This is an optimization exercise on Yosys and OpenROAD, whose aim is small area, not a production implementation.
Only simulation tests tie the RTL to the original design; equivalence was not proved.

Design top, start of the top module:
module top(input clk,
           input rst_n,
           input weight_select,
           input [7:0] fmaps_in1,
           input [7:0] fmaps_in2,
           input [7:0] fmaps_in3,
           input [7:0] fmaps_in4,
           input [7:0] fmaps_in5,
           input [7:0] fmaps_in6,
           input [7:0] fmaps_in7,
           input [7:0] weight_in1,
           input [7:0] weight_in2,
           input [7:0] weight_in3,
           input [7:0] weight_in4,
           input [7:0] weight_in5,
           output [1:0] cs,
           output [1:0] we,
           output [4:0] fmaps_addr,
           output [5:0] weight_addr,
           output valid,
           output signed [20:0] acc);
Size in the first run: about 360 flip-flops, ~140 I/O pins.
export LEC_CHECK = 0
export CAP_MARGIN = 20
export CORE_MARGIN = 2
export CORE_UTILIZATION = 65
export SLEW_MARGIN = 20
export SYNTH_HIERARCHICAL = 1
export SYNTH_MINIMUM_KEEP_SIZE = 0
create_clock -name core_clock -period 7.0 [get_ports {clk}]
standard.sh (not shown) runs the stock make flow with config.mk's settings and CLKGATE_MAP_FILE= SYNTH_SCRIPT=/design/flow/synth_recipe.tcl, a recipe that flattens the netlist after the stock synthesis.
==> flow/flow/run.sh <==
#!/bin/bash
# The standard synthesis and layout (the standard.sh), with two changes:
# the input and output ports are buffered with sky130_fd_sc_hd__buf_1
# instead of the placer's default buffer cell, and clock tree synthesis
# uses larger sink clusters and no dummy loads.  Each step's output goes to
# a log file of its own in this folder.
set -euo pipefail
bash standard.sh synth > synth.log 2>&1
export BUFFER_PORTS_ARGS="-buffer_cell sky130_fd_sc_hd__buf_1"
export CTS_ARGS="-sink_clustering_enable -repair_clock_nets -dont_use_dummy_load -sink_clustering_size 30 -sink_clustering_max_diameter 100"
bash standard.sh finish > layout.log 2>&1
The starting point ran to the end with no violations.
Next try:
--- a/flow/design.v
+++ b/flow/design.v
@@ -1115,22 +1115,15 @@
     wire c650;
     fa us649 (.a(c584), .b(s617), .c(c616), .s(s649), .co(c650));
     wire s651;
     wire c652;
     fa us651 (.a(base[16]), .b(c586), .c(c618), .s(s651), .co(c652));
     wire [20:0] ra = {base[20], base[19], base[18], c652, c650, c648, c646, c644, c642, c640, c638, c636, c634, c632, c630, c628, c626, c624, c622, c620, s619};
     wire [20:0] rb = {1'b0, 1'b0, 1'b0, base[17], s651, s649, s647, s645, s643, s641, s639, s637, s635, s633, s631, s629, s627, s625, s623, s621, s527};
-    wire [5:0] rc;
-    assign rc[0] = 1'b0;
-    fa ucpa0 (.a(ra[0]), .b(rb[0]), .c(rc[0]), .s(sum[0]), .co(rc[1]));
-    fa ucpa1 (.a(ra[1]), .b(rb[1]), .c(rc[1]), .s(sum[1]), .co(rc[2]));
-    fa ucpa2 (.a(ra[2]), .b(rb[2]), .c(rc[2]), .s(sum[2]), .co(rc[3]));
-    fa ucpa3 (.a(ra[3]), .b(rb[3]), .c(rc[3]), .s(sum[3]), .co(rc[4]));
-    fa ucpa4 (.a(ra[4]), .b(rb[4]), .c(rc[4]), .s(sum[4]), .co(rc[5]));
-    assign sum[20:5] = ra[20:5] + rb[20:5] + rc[5];
+    assign sum = ra + rb;
 endmodule
 module mac_col2(input [3:0] ex2_one,
     input [3:0] ex2_two,
     input [3:0] ex2_neg,
     input [7:0] W1,
     input [3:0] ew2_one,
     input [3:0] ew2_two,
@@ -2102,22 +2095,15 @@
     wire c574;
     fa us573 (.a(s541), .b(c508), .c(c540), .s(s573), .co(c574));
     wire s575;
     wire c576;
     fa us575 (.a(base[16]), .b(c510), .c(c542), .s(s575), .co(c576));
     wire [20:0] ra = {base[20], base[19], base[18], c576, c574, c572, c570, c568, c566, c564, c562, c560, c558, c556, c554, c552, c550, c548, c546, c544, s543};
     wire [20:0] rb = {1'b0, 1'b0, 1'b0, base[17], s575, s573, s571, s569, s567, s565, s563, s561, s559, s557, s555, s553, s551, s549, s547, s545, s511};
-    wire [5:0] rc;
-    assign rc[0] = 1'b0;
-    fa ucpa0 (.a(ra[0]), .b(rb[0]), .c(rc[0]), .s(sum[0]), .co(rc[1]));
-    fa ucpa1 (.a(ra[1]), .b(rb[1]), .c(rc[1]), .s(sum[1]), .co(rc[2]));
-    fa ucpa2 (.a(ra[2]), .b(rb[2]), .c(rc[2]), .s(sum[2]), .co(rc[3]));
-    fa ucpa3 (.a(ra[3]), .b(rb[3]), .c(rc[3]), .s(sum[3]), .co(rc[4]));
-    fa ucpa4 (.a(ra[4]), .b(rb[4]), .c(rc[4]), .s(sum[4]), .co(rc[5]));
-    assign sum[20:5] = ra[20:5] + rb[20:5] + rc[5];
+    assign sum = ra + rb;
 endmodule
 module mac_col3(input [3:0] ex3_one,
     input [3:0] ex3_two,
     input [3:0] ex3_neg,
     input [7:0] W1,
     input [3:0] ew2_one,
     input [3:0] ew2_two,
@@ -3089,22 +3075,15 @@
     wire c574;
     fa us573 (.a(s541), .b(c508), .c(c540), .s(s573), .co(c574));
     wire s575;
     wire c576;
     fa us575 (.a(base[16]), .b(c510), .c(c542), .s(s575), .co(c576));
     wire [20:0] ra = {base[20], base[19], base[18], c576, c574, c572, c570, c568, c566, c564, c562, c560, c558, c556, c554, c552, c550, c548, c546, c544, s543};
     wire [20:0] rb = {1'b0, 1'b0, 1'b0, base[17], s575, s573, s571, s569, s567, s565, s563, s561, s559, s557, s555, s553, s551, s549, s547, s545, s511};
-    wire [5:0] rc;
-    assign rc[0] = 1'b0;
-    fa ucpa0 (.a(ra[0]), .b(rb[0]), .c(rc[0]), .s(sum[0]), .co(rc[1]));
-    fa ucpa1 (.a(ra[1]), .b(rb[1]), .c(rc[1]), .s(sum[1]), .co(rc[2]));
-    fa ucpa2 (.a(ra[2]), .b(rb[2]), .c(rc[2]), .s(sum[2]), .co(rc[3]));
-    fa ucpa3 (.a(ra[3]), .b(rb[3]), .c(rc[3]), .s(sum[3]), .co(rc[4]));
-    fa ucpa4 (.a(ra[4]), .b(rb[4]), .c(rc[4]), .s(sum[4]), .co(rc[5]));
-    assign sum[20:5] = ra[20:5] + rb[20:5] + rc[5];
+    assign sum = ra + rb;
 endmodule
 module top(input clk,
            input rst_n,
            input weight_select,
            input [7:0] fmaps_in1,
            input [7:0] fmaps_in2,
            input [7:0] fmaps_in3,
Effect:
- wire length is higher by 6.7%
- synthesized area rises by 0.56%
- utilization drops by 0.32 points
- clock skew goes up by 0.020 ns
- cell count goes up by 2.1%

-- static timing again, ports no longer ideal --
No port has a modelled driver above. Below, the same layouts with a new extraction and two added sets of constraints.
Step 1: set_driving_cell puts a clkbuf_16 on clk and a buf_2 on each other input, an assumption about the parent block.
Step 2 times the ports against the registers' clock, not the clock port: input delays grow and output delays shrink by t, the midpoint of the rising clock arrivals with the driver on.
Three values: ideal ports, drivers, drivers and shift; two values: the first two.
run	t (ns)	setup slack, ns	worst hold slack (ns)	worst register clock-pin slew, ns	cell pins on the clock port's net
the first run	0.619	0.162 / 0.162 / -0.271	0.303 / 0.303 / 0.303	0.11 / 0.11	1
the second run	0.611	0.236 / 0.236 / -0.121	0.282 / 0.282 / 0.282	0.11 / 0.11	1
With both steps, setup timing fails in the first run and the second run, where it was met with ideal ports. For the first run, which loses most, drivers alone change the setup slack by 0.000 ns; drivers and shift together by -0.433 ns.
